This is an optimization exercise on Yosys and OpenROAD, whose aim is small area, not a production implementation. RTL that was checked went through simulation tests only; none was proved equivalent to the original.

==> wip/willow: inputs <==
==> flow/design.v <==
module axi_lite_pwm_motor #(
    parameter int unsigned AXI_ADDR_W          = 12,
    parameter int unsigned AXI_DATA_W          = 32,
    parameter int unsigned CNT_W               = 32,
    parameter int unsigned CHANNELS            = 4,
    parameter bit          APPLY_ON_PERIOD_END = 1'b1)
    (
    input   logic                           clk,
    input   logic                           rst_n,
    input   logic   [AXI_ADDR_W-1:0]        s_axil_awaddr,
    input   logic                           s_axil_awvalid,
    output  logic                           s_axil_awready,
    input   logic   [AXI_DATA_W-1:0]        s_axil_wdata,
    input   logic   [(AXI_DATA_W/8)-1:0]    s_axil_wstrb,
    input   logic                           s_axil_wvalid,
    output  logic                           s_axil_wready,
    output  logic   [1:0]                   s_axil_bresp,
    output  logic                           s_axil_bvalid,
    input   logic                           s_axil_bready,
    input   logic   [AXI_ADDR_W-1:0]        s_axil_araddr,
    input   logic                           s_axil_arvalid,
    output  logic                           s_axil_arready,
    output  logic   [AXI_DATA_W-1:0]        s_axil_rdata,
    output  logic   [1:0]                   s_axil_rresp,
    output  logic                           s_axil_rvalid,
    input   logic                           s_axil_rready,
    output  logic   [CNT_W-1:0]             cnt,
    output  logic                           period_end,
    output  logic   [CHANNELS-1:0]          pwm_o,
    output  logic   [CHANNELS-1:0]          in1_o,
    output  logic   [CHANNELS-1:0]          in2_o);
    typedef enum logic [3:0] {
        IDLE      = 4'd0,
        WAIT_DATA = 4'd1,
        WAIT_ADDR = 4'd2,
        WR_ISSUE  = 4'd3,
        WR_RSP    = 4'd4,
        WR_B      = 4'd5,
        RD_ISSUE  = 4'd6,
        RD_RSP    = 4'd7,
        RD_R      = 4'd8
    } state_t;
    state_t state, state_d;
    logic [4:0]  widx;
    logic [31:0] dreg;
    logic [3:0]  sreg;
    function automatic logic [4:0] enc_addr(input logic [11:0] a);
        if (a[11:7] == 5'd0 && a[1:0] == 2'd0)
            enc_addr = a[6:2];
        else
            enc_addr = 5'd7;
    endfunction
    logic [31:0] ctrl_sh, period_sh;
    logic [31:0] duty_sh [4];
    logic [3:0]  chen_sh, dir_sh, brake_sh, coast_sh;
    logic        en_a;
    logic [31:0] period_a;
    logic [31:0] duty_a [4];
    logic [3:0]  chen_a, dir_a, brake_a, coast_a;
    logic [3:0]  va_duty;
    logic        v_ctrl;
    logic [3:0]  v_duty;
    logic        pending;
    logic sel_ctrl, sel_period, sel_apply, sel_chen, sel_status, sel_cnt;
    logic sel_dir, sel_brake, sel_coast;
    logic [3:0] sel_duty;
    logic err;
    always_comb begin
        sel_ctrl   = (widx == 5'd0);
        sel_period = (widx == 5'd1);
        sel_apply  = (widx == 5'd2);
        sel_chen   = (widx == 5'd3);
        sel_status = (widx == 5'd4);
        sel_cnt    = (widx == 5'd5);
        for (int i = 0; i < 4; i++)
            sel_duty[i] = (widx == 5'(8 + i));
        sel_dir    = (widx == 5'd16);
        sel_brake  = (widx == 5'd17);
        sel_coast  = (widx == 5'd18);
        err = !(sel_ctrl | sel_period | sel_apply | sel_chen | sel_status | sel_cnt |
                (|sel_duty) | sel_dir | sel_brake | sel_coast);
    end
    logic wr, rd;
    assign wr = (state == WR_ISSUE);
    assign rd = (state == RD_ISSUE);
    function automatic logic lt32(input logic [31:0] a, input logic [31:0] b);
        logic c;
        c = 1'b0;
        for (int i = 0; i < 32; i++)
            c = (~a[i] & b[i]) | ((~a[i] | b[i]) & c);
        lt32 = c;
    endfunction
    function automatic logic lt13(input logic [12:0] a, input logic [12:0] b);
        logic c;
        c = 1'b0;
        for (int i = 0; i < 13; i++)
            c = (~a[i] & b[i]) | ((~a[i] | b[i]) & c);
        lt13 = c;
    endfunction
    logic        pzero, phigh;
    logic [31:0] peff;       
    logic [31:0] cnt_inc;
    logic        at_end, over, wrap;
    assign phigh   = (period_a[31:13] != 19'd0);
    assign pzero   = !phigh && (period_a[12:0] == 13'd0);
    assign peff    = pzero ? 32'd5000 : ((period_a == 32'd1) ? 32'd2 : period_a);
    assign cnt_inc = cnt + 32'd1;
    assign at_end  = (cnt_inc == peff);
    assign over    = !phigh && !lt13(cnt[12:0], peff[12:0]);    
    assign wrap    = at_end || over;
    assign period_end = en_a && at_end;
    logic apply_pulse, safe, commit;
    assign apply_pulse = wr && sel_apply && sreg[0] && dreg[0];
    assign safe        = en_a && !pzero;
    assign commit      = (apply_pulse || pending) && (!safe || period_end);
    always_ff @(posedge clk or negedge rst_n) begin
        if (!rst_n)
            cnt <= '0;
        else if (!en_a || wrap)
            cnt <= '0;
        else
            cnt <= cnt_inc;
    end
    always_comb begin
        state_d = state;
        case (state)
            IDLE:
                if (s_axil_awvalid && s_axil_wvalid) state_d = WR_ISSUE;
                else if (s_axil_awvalid)             state_d = WAIT_DATA;
                else if (s_axil_wvalid)              state_d = WAIT_ADDR;
                else if (s_axil_arvalid)             state_d = RD_ISSUE;
            WAIT_DATA: if (s_axil_wvalid)  state_d = WR_ISSUE;
            WAIT_ADDR: if (s_axil_awvalid) state_d = WR_ISSUE;
            WR_ISSUE:  state_d = WR_RSP;
            WR_RSP:    state_d = WR_B;
            WR_B:      if (s_axil_bready) state_d = IDLE;
            RD_ISSUE:  state_d = RD_RSP;
            RD_RSP:    state_d = RD_R;
            RD_R:      if (s_axil_rready) state_d = IDLE;
            default:   state_d = IDLE;
        endcase
    end
    always_ff @(posedge clk or negedge rst_n) begin
        if (!rst_n)
            state <= IDLE;
        else
            state <= state_d;
    end
    assign s_axil_awready = (state == IDLE) || (state == WAIT_ADDR);
    assign s_axil_wready  = (state == IDLE) || (state == WAIT_DATA);
    assign s_axil_arready = (state == IDLE);
    assign s_axil_bvalid  = (state == WR_B);
    assign s_axil_rvalid  = (state == RD_R);
    assign s_axil_bresp   = {err, 1'b0};
    assign s_axil_rresp   = {err, 1'b0};
    assign s_axil_rdata   = dreg;
    logic [31:0] rmux;
    logic        rd_ctrl;
    logic [3:0]  rd_duty;
    logic        rd_period, rd_cnt, rd_chen, rd_dir, rd_brake, rd_coast, rd_status;
    assign rd_ctrl   = rd & sel_ctrl & v_ctrl;
    assign rd_duty   = {4{rd}} & sel_duty & v_duty;
    assign rd_period = rd & sel_period;
    assign rd_cnt    = rd & sel_cnt;
    assign rd_chen   = rd & sel_chen;
    assign rd_dir    = rd & sel_dir;
    assign rd_brake  = rd & sel_brake;
    assign rd_coast  = rd & sel_coast;
    assign rd_status = rd & sel_status;
    always_comb begin
        rmux = '0;
        for (int b = 0; b < 32; b++) begin
            rmux[b] = (rd_ctrl & ctrl_sh[b]) | (rd_period & period_sh[b]) | (rd_cnt & cnt[b]) |
                      (rd_duty[0] & duty_sh[0][b]) | (rd_duty[1] & duty_sh[1][b]) |
                      (rd_duty[2] & duty_sh[2][b]) | (rd_duty[3] & duty_sh[3][b]);
        end
        for (int b = 0; b < 4; b++) begin
            rmux[b] = rmux[b] | (rd_chen & chen_sh[b]) | (rd_dir & dir_sh[b]) |
                      (rd_brake & brake_sh[b]) | (rd_coast & coast_sh[b]);
        end
        rmux[0] = rmux[0] | (rd_status & period_end);
        rmux[1] = rmux[1] | (rd_status & pending);
        rmux[2] = rmux[2] | (rd_status & en_a);
    end
    logic [31:0] wmask;
    assign wmask = {{8{s_axil_wstrb[3]}}, {8{s_axil_wstrb[2]}}, {8{s_axil_wstrb[1]}}, {8{s_axil_wstrb[0]}}};
    always_ff @(posedge clk) begin
        if (s_axil_awready)
            widx <= s_axil_awvalid ? enc_addr(s_axil_awaddr) : enc_addr(s_axil_araddr);
        if (s_axil_wready)
            sreg <= s_axil_wstrb;
        if (s_axil_wready || rd)
            dreg <= ({32{s_axil_wready}} & s_axil_wdata & wmask) | rmux;
    end
    function automatic logic [31:0] merge(input logic [31:0] o, input logic [31:0] n, input logic [3:0] s);
        for (int b = 0; b < 4; b++)
            merge[8*b +: 8] = s[b] ? n[8*b +: 8] : o[8*b +: 8];
    endfunction
    logic [31:0] dm;
    assign dm = dreg;
    always_ff @(posedge clk or negedge rst_n) begin
        if (!rst_n) begin
            v_ctrl <= 1'b0;
            v_duty <= '0;
        end else if (wr) begin
            if (sel_ctrl) v_ctrl <= 1'b1;
            for (int i = 0; i < 4; i++)
                if (sel_duty[i]) v_duty[i] <= 1'b1;
        end
    end
    always_ff @(posedge clk) begin
        for (int b = 0; b < 4; b++) begin
            if (wr && sel_ctrl && (sreg[b] || !v_ctrl))
                ctrl_sh[8*b +: 8] <= dm[8*b +: 8];
            for (int i = 0; i < 4; i++)
                if (wr && sel_duty[i] && (sreg[b] || !v_duty[i]))
                    duty_sh[i][8*b +: 8] <= dm[8*b +: 8];
        end
    end
    always_ff @(posedge clk or negedge rst_n) begin
        if (!rst_n) begin
            period_sh <= '0;
            chen_sh   <= '0;
            dir_sh    <= '0;
            brake_sh  <= '0;
            coast_sh  <= '0;
        end else if (wr) begin
            if (sel_period) period_sh <= merge(period_sh, dreg, sreg);
            if (sel_chen && sreg[0])  chen_sh  <= dreg[3:0];
            if (sel_dir && sreg[0])   dir_sh   <= dreg[3:0];
            if (sel_brake && sreg[0]) brake_sh <= dreg[3:0];
            if (sel_coast && sreg[0]) coast_sh <= dreg[3:0];
        end
    end
    always_ff @(posedge clk or negedge rst_n) begin
        if (!rst_n) begin
            en_a    <= 1'b0;
            dir_a   <= '0;
            brake_a <= '0;
            coast_a <= '0;
            pending <= 1'b0;
        end else begin
            if (commit) begin
                en_a    <= v_ctrl & ctrl_sh[0];
                dir_a   <= dir_sh;
                brake_a <= brake_sh;
                coast_a <= coast_sh;
                pending <= 1'b0;
            end else if (apply_pulse && safe) begin
                pending <= 1'b1;
            end
        end
    end
    always_ff @(posedge clk) begin
        if (commit) begin
            period_a <= period_sh;
            chen_a   <= chen_sh;
            va_duty  <= v_duty;
            for (int i = 0; i < 4; i++)
                duty_a[i] <= duty_sh[i];
        end
    end
    always_comb begin
        for (int i = 0; i < 4; i++) begin
            logic raw;
            raw      = en_a && chen_a[i] && va_duty[i] && !over && lt32(cnt, duty_a[i]);
            pwm_o[i] = brake_a[i] | coast_a[i] | raw;
            in1_o[i] = brake_a[i] | (!coast_a[i] & dir_a[i]);
            in2_o[i] = brake_a[i] | (!coast_a[i] & !dir_a[i]);
        end
    end
endmodule
==> flow/flow/run.sh <==
#!/bin/bash
# Layout flow: the standard ORFS flow (standard.sh) with these changes to
# how the layout is made (the design, constraints and registers are unchanged):
#  - synthesis maps the logic with an area-oriented ABC script (flow/abc_area.script)
#    in place of ORFS's; everything else in synthesis is the standard script
#  - port buffers use the smallest buffer (sky130_fd_sc_hd__buf_1)
#  - CTS builds fewer, larger sink clusters and inserts no dummy loads
# The make output goes to flow_make.log here; ORFS keeps each step's log in orfs/logs.
set -euo pipefail
WORK=$PWD
rm -rf "$WORK/scripts_local"
cp -r "$FLOW_HOME/scripts" "$WORK/scripts_local"
cp "$WORK/flow/abc_area.script" "$WORK/scripts_local/abc_area.script"
bash standard.sh \
  SCRIPTS_DIR="$WORK/scripts_local" \
  ABC_AREA=1 \
  BUFFER_PORTS_ARGS="-buffer_cell sky130_fd_sc_hd__buf_1" \
  CTS_ARGS="-sink_clustering_enable -repair_clock_nets -dont_use_dummy_load -buf_list sky130_fd_sc_hd__clkbuf_16 -sink_clustering_size 30 -sink_clustering_max_diameter 100" \
  finish > "$WORK/flow_make.log" 2>&1
==> flow/flow/abc_area.script <==
strash
&get -n
&fraig -x
&put
scorr
dc2
strash
&get -n
&dc2
&dch -f
&nf -R 1000 -C 32 -F 8
&put
topo
dnsize -c
==> flow/standard.sh <==
#!/bin/bash
# synth_recipe.tcl (not shown) runs the flow's synth.tcl, then flattens the netlist and writes it again
# the make line also repeats each setting of config.mk as NAME=value (left out here)
make -C /OpenROAD-flow-scripts/flow DESIGN_CONFIG=/design/flow/config.mk WORK_HOME=/design/flow/orfs CLKGATE_MAP_FILE= SYNTH_SCRIPT=/design/flow/synth_recipe.tcl "${@:-finish}"
==> flow/config.mk <==
export PLATFORM = sky130hd
export DESIGN_NAME = axi_lite_pwm_motor
export DESIGN_NICKNAME = axi_lite_pwm_motor
export VERILOG_FILES = /design/flow/design.v
export SDC_FILE = /design/flow/constraint.sdc
export NUM_CORES = 4
export LEC_CHECK = 0
export ABC_AREA = 1
export CAP_MARGIN = 0
export CORE_MARGIN = 2
export CORE_UTILIZATION = 40
export SLEW_MARGIN = 0
==> flow/constraint.sdc <==
create_clock -name core_clock -period 12.0 [get_ports {clk}]
set_input_delay 2.4000 -clock core_clock [delete_from_list [all_inputs] [get_ports {clk}]]
set_output_delay 2.4000 -clock core_clock [all_outputs]
set_load 0.01 [all_outputs]
==> wip/onyx: changes against wip/willow <==
--- a/flow/design.v
+++ b/flow/design.v
@@ -158,38 +158,30 @@
     logic        rd_ctrl;
     logic [3:0]  rd_duty;
-    logic        rd_period, rd_cnt, rd_chen, rd_dir, rd_brake, rd_coast, rd_status;
-    assign rd_ctrl   = rd & sel_ctrl & v_ctrl;
-    assign rd_duty   = {4{rd}} & sel_duty & v_duty;
-    assign rd_period = rd & sel_period;
-    assign rd_cnt    = rd & sel_cnt;
-    assign rd_chen   = rd & sel_chen;
-    assign rd_dir    = rd & sel_dir;
-    assign rd_brake  = rd & sel_brake;
-    assign rd_coast  = rd & sel_coast;
-    assign rd_status = rd & sel_status;
+    assign rd_ctrl = sel_ctrl & v_ctrl;
+    assign rd_duty = sel_duty & v_duty;
     always_comb begin
         rmux = '0;
         for (int b = 0; b < 32; b++) begin
-            rmux[b] = (rd_ctrl & ctrl_sh[b]) | (rd_period & period_sh[b]) | (rd_cnt & cnt[b]) |
+            rmux[b] = (rd_ctrl & ctrl_sh[b]) | (sel_period & period_sh[b]) | (sel_cnt & cnt[b]) |
                       (rd_duty[0] & duty_sh[0][b]) | (rd_duty[1] & duty_sh[1][b]) |
                       (rd_duty[2] & duty_sh[2][b]) | (rd_duty[3] & duty_sh[3][b]);
         end
         for (int b = 0; b < 4; b++) begin
-            rmux[b] = rmux[b] | (rd_chen & chen_sh[b]) | (rd_dir & dir_sh[b]) |
-                      (rd_brake & brake_sh[b]) | (rd_coast & coast_sh[b]);
-        end
-        rmux[0] = rmux[0] | (rd_status & period_end);
-        rmux[1] = rmux[1] | (rd_status & pending);
-        rmux[2] = rmux[2] | (rd_status & en_a);
-    end
-    logic [31:0] wmask;
-    assign wmask = {{8{s_axil_wstrb[3]}}, {8{s_axil_wstrb[2]}}, {8{s_axil_wstrb[1]}}, {8{s_axil_wstrb[0]}}};
+            rmux[b] = rmux[b] | (sel_chen & chen_sh[b]) | (sel_dir & dir_sh[b]) |
+                      (sel_brake & brake_sh[b]) | (sel_coast & coast_sh[b]);
+        end
+        rmux[0] = rmux[0] | (sel_status & period_end);
+        rmux[1] = rmux[1] | (sel_status & pending);
+        rmux[2] = rmux[2] | (sel_status & en_a);
+    end
     always_ff @(posedge clk) begin
         if (s_axil_awready)
             widx <= s_axil_awvalid ? enc_addr(s_axil_awaddr) : enc_addr(s_axil_araddr);
-        if (s_axil_wready)
+        if (s_axil_wready) begin
+            dreg <= s_axil_wdata;
             sreg <= s_axil_wstrb;
-        if (s_axil_wready || rd)
-            dreg <= ({32{s_axil_wready}} & s_axil_wdata & wmask) | rmux;
+        end else if (rd) begin
+            dreg <= rmux;
+        end
     end
     function automatic logic [31:0] merge(input logic [31:0] o, input logic [31:0] n, input logic [3:0] s);
@@ -198,5 +190,5 @@
     endfunction
     logic [31:0] dm;
-    assign dm = dreg;
+    assign dm = dreg & {{8{sreg[3]}}, {8{sreg[2]}}, {8{sreg[1]}}, {8{sreg[0]}}};
     always_ff @(posedge clk or negedge rst_n) begin
         if (!rst_n) begin
==> flow/flow/run.sh (replaced) <==
#!/bin/bash
# Standard ORFS layout, with two changes to how it is built:
#  - port buffers use the smallest buffer (sky130_fd_sc_hd__buf_1)
#  - CTS builds fewer, larger sink clusters and inserts no dummy loads
# Each make run's full output goes to its own log file here.
set -euo pipefail
bash standard.sh \
  BUFFER_PORTS_ARGS="-buffer_cell sky130_fd_sc_hd__buf_1" \
  CTS_ARGS="-sink_clustering_enable -repair_clock_nets -dont_use_dummy_load -buf_list sky130_fd_sc_hd__clkbuf_16 -sink_clustering_size 30 -sink_clustering_max_diameter 100" \
  finish > flow_make.log 2>&1
--- a/flow/config.mk
+++ b/flow/config.mk
@@ -7,6 +7,6 @@
 export LEC_CHECK = 0
 export ABC_AREA = 1
-export CAP_MARGIN = 0
+export CAP_MARGIN = 20
 export CORE_MARGIN = 2
 export CORE_UTILIZATION = 40
-export SLEW_MARGIN = 0
+export SLEW_MARGIN = 20
removed: flow/flow/abc_area.script
==> wip/tundra: changes against wip/willow <==
--- a/flow/design.v
+++ b/flow/design.v
@@ -58,7 +58,4 @@
     logic [31:0] duty_a [4];
     logic [3:0]  chen_a, dir_a, brake_a, coast_a;
-    logic [3:0]  va_duty;
-    logic        v_ctrl;
-    logic [3:0]  v_duty;
     logic        pending;
     logic sel_ctrl, sel_period, sel_apply, sel_chen, sel_status, sel_cnt;
@@ -156,40 +153,28 @@
     assign s_axil_rdata   = dreg;
     logic [31:0] rmux;
-    logic        rd_ctrl;
-    logic [3:0]  rd_duty;
-    logic        rd_period, rd_cnt, rd_chen, rd_dir, rd_brake, rd_coast, rd_status;
-    assign rd_ctrl   = rd & sel_ctrl & v_ctrl;
-    assign rd_duty   = {4{rd}} & sel_duty & v_duty;
-    assign rd_period = rd & sel_period;
-    assign rd_cnt    = rd & sel_cnt;
-    assign rd_chen   = rd & sel_chen;
-    assign rd_dir    = rd & sel_dir;
-    assign rd_brake  = rd & sel_brake;
-    assign rd_coast  = rd & sel_coast;
-    assign rd_status = rd & sel_status;
     always_comb begin
         rmux = '0;
         for (int b = 0; b < 32; b++) begin
-            rmux[b] = (rd_ctrl & ctrl_sh[b]) | (rd_period & period_sh[b]) | (rd_cnt & cnt[b]) |
-                      (rd_duty[0] & duty_sh[0][b]) | (rd_duty[1] & duty_sh[1][b]) |
-                      (rd_duty[2] & duty_sh[2][b]) | (rd_duty[3] & duty_sh[3][b]);
+            rmux[b] = (sel_ctrl & ctrl_sh[b]) | (sel_period & period_sh[b]) | (sel_cnt & cnt[b]) |
+                      (sel_duty[0] & duty_sh[0][b]) | (sel_duty[1] & duty_sh[1][b]) |
+                      (sel_duty[2] & duty_sh[2][b]) | (sel_duty[3] & duty_sh[3][b]);
         end
         for (int b = 0; b < 4; b++) begin
-            rmux[b] = rmux[b] | (rd_chen & chen_sh[b]) | (rd_dir & dir_sh[b]) |
-                      (rd_brake & brake_sh[b]) | (rd_coast & coast_sh[b]);
-        end
-        rmux[0] = rmux[0] | (rd_status & period_end);
-        rmux[1] = rmux[1] | (rd_status & pending);
-        rmux[2] = rmux[2] | (rd_status & en_a);
-    end
-    logic [31:0] wmask;
-    assign wmask = {{8{s_axil_wstrb[3]}}, {8{s_axil_wstrb[2]}}, {8{s_axil_wstrb[1]}}, {8{s_axil_wstrb[0]}}};
+            rmux[b] = rmux[b] | (sel_chen & chen_sh[b]) | (sel_dir & dir_sh[b]) |
+                      (sel_brake & brake_sh[b]) | (sel_coast & coast_sh[b]);
+        end
+        rmux[0] = rmux[0] | (sel_status & period_end);
+        rmux[1] = rmux[1] | (sel_status & pending);
+        rmux[2] = rmux[2] | (sel_status & en_a);
+    end
     always_ff @(posedge clk) begin
         if (s_axil_awready)
             widx <= s_axil_awvalid ? enc_addr(s_axil_awaddr) : enc_addr(s_axil_araddr);
-        if (s_axil_wready)
+        if (s_axil_wready) begin
+            dreg <= s_axil_wdata;
             sreg <= s_axil_wstrb;
-        if (s_axil_wready || rd)
-            dreg <= ({32{s_axil_wready}} & s_axil_wdata & wmask) | rmux;
+        end else if (rd) begin
+            dreg <= rmux;
+        end
     end
     function automatic logic [31:0] merge(input logic [31:0] o, input logic [31:0] n, input logic [3:0] s);
@@ -197,27 +182,7 @@
             merge[8*b +: 8] = s[b] ? n[8*b +: 8] : o[8*b +: 8];
     endfunction
-    logic [31:0] dm;
-    assign dm = dreg;
     always_ff @(posedge clk or negedge rst_n) begin
         if (!rst_n) begin
-            v_ctrl <= 1'b0;
-            v_duty <= '0;
-        end else if (wr) begin
-            if (sel_ctrl) v_ctrl <= 1'b1;
-            for (int i = 0; i < 4; i++)
-                if (sel_duty[i]) v_duty[i] <= 1'b1;
-        end
-    end
-    always_ff @(posedge clk) begin
-        for (int b = 0; b < 4; b++) begin
-            if (wr && sel_ctrl && (sreg[b] || !v_ctrl))
-                ctrl_sh[8*b +: 8] <= dm[8*b +: 8];
-            for (int i = 0; i < 4; i++)
-                if (wr && sel_duty[i] && (sreg[b] || !v_duty[i]))
-                    duty_sh[i][8*b +: 8] <= dm[8*b +: 8];
-        end
-    end
-    always_ff @(posedge clk or negedge rst_n) begin
-        if (!rst_n) begin
+            ctrl_sh   <= '0;
             period_sh <= '0;
             chen_sh   <= '0;
@@ -225,5 +190,8 @@
             brake_sh  <= '0;
             coast_sh  <= '0;
+            for (int i = 0; i < 4; i++)
+                duty_sh[i] <= '0;
         end else if (wr) begin
+            if (sel_ctrl)   ctrl_sh   <= merge(ctrl_sh, dreg, sreg);
             if (sel_period) period_sh <= merge(period_sh, dreg, sreg);
             if (sel_chen && sreg[0])  chen_sh  <= dreg[3:0];
@@ -231,4 +199,6 @@
             if (sel_brake && sreg[0]) brake_sh <= dreg[3:0];
             if (sel_coast && sreg[0]) coast_sh <= dreg[3:0];
+            for (int i = 0; i < 4; i++)
+                if (sel_duty[i]) duty_sh[i] <= merge(duty_sh[i], dreg, sreg);
         end
     end
@@ -242,5 +212,5 @@
         end else begin
             if (commit) begin
-                en_a    <= v_ctrl & ctrl_sh[0];
+                en_a    <= ctrl_sh[0];
                 dir_a   <= dir_sh;
                 brake_a <= brake_sh;
@@ -256,5 +226,4 @@
             period_a <= period_sh;
             chen_a   <= chen_sh;
-            va_duty  <= v_duty;
             for (int i = 0; i < 4; i++)
                 duty_a[i] <= duty_sh[i];
@@ -264,5 +233,5 @@
         for (int i = 0; i < 4; i++) begin
             logic raw;
-            raw      = en_a && chen_a[i] && va_duty[i] && !over && lt32(cnt, duty_a[i]);
+            raw      = en_a && chen_a[i] && !over && lt32(cnt, duty_a[i]);
             pwm_o[i] = brake_a[i] | coast_a[i] | raw;
             in1_o[i] = brake_a[i] | (!coast_a[i] & dir_a[i]);
==> flow/run.sh (new file) <==
#!/bin/bash
# synth_recipe.tcl (not shown) runs the flow's synth.tcl, then flattens the netlist and writes it again
# the make line also repeats each setting of config.mk as NAME=value (left out here)
make -C /OpenROAD-flow-scripts/flow DESIGN_CONFIG=/design/flow/config.mk WORK_HOME=/design/flow/orfs CLKGATE_MAP_FILE= SYNTH_SCRIPT=/design/flow/synth_recipe.tcl finish
--- a/flow/config.mk
+++ b/flow/config.mk
@@ -7,6 +7,7 @@
 export LEC_CHECK = 0
 export ABC_AREA = 1
-export CAP_MARGIN = 0
+export CAP_MARGIN = 20
 export CORE_MARGIN = 2
 export CORE_UTILIZATION = 40
-export SLEW_MARGIN = 0
+export CTS_BUF_LIST = sky130_fd_sc_hd__clkbuf_4
+export SLEW_MARGIN = 20
removed: flow/flow/run.sh
removed: flow/flow/abc_area.script
removed: flow/standard.sh
==> summary.txt <==
The highest clock skew belongs to wip/onyx, the lowest to wip/willow. Against wip/onyx, the critical path depth of wip/tundra is higher by 4. Against wip/onyx, the global-route usage of wip/tundra is higher by 2.1 points. The highest utilization belongs to wip/tundra, the lowest to wip/onyx. The highest synthesized area belongs to wip/tundra, the lowest to wip/willow. Against wip/willow, the count of clock-buffer cells in the layout of wip/onyx is higher by 2. Die area, lowest first: wip/willow, wip/onyx, wip/tundra. Against wip/tundra, the maximum frequency of wip/willow is smaller by 14%. The highest worst hold slack belongs to wip/onyx, the lowest to wip/willow.
The RTL of wip/onyx and wip/tundra was laid out without a check of its function.

## afterwards: timing with drivers on the ports
Ports are ideal in the flow. The routed layouts listed here were re-timed in OpenROAD. Step 1 sets driving cells, clkbuf_16 on the clock port and buf_2 on the other inputs (assumed; they add their load-dependent delay and slew). Step 2 adds t to the input delays and takes it off the output delays; t is the mean of the earliest and latest rising clock arrival at the registers after step 1. Input paths then give back, and output paths get back, about the clock's delay inside the block. Three values: ideal ports, drivers, drivers and shift; two values: the first two.
| run | t (ns) | slack for setup (ns) | latest minus earliest clock arrival (ns) |
|---|---|---|---|
| wip/willow | 0.585 | 2.969 / 2.919 / 3.505 | 0.046 / 0.045 |
| wip/onyx | 0.599 | 4.836 / 4.783 / 5.382 | 0.048 / 0.048 |
| wip/tundra | 0.918 | 4.190 / 4.138 / 5.056 | 0.050 / 0.050 |
After both steps every run listed still meets setup and hold.
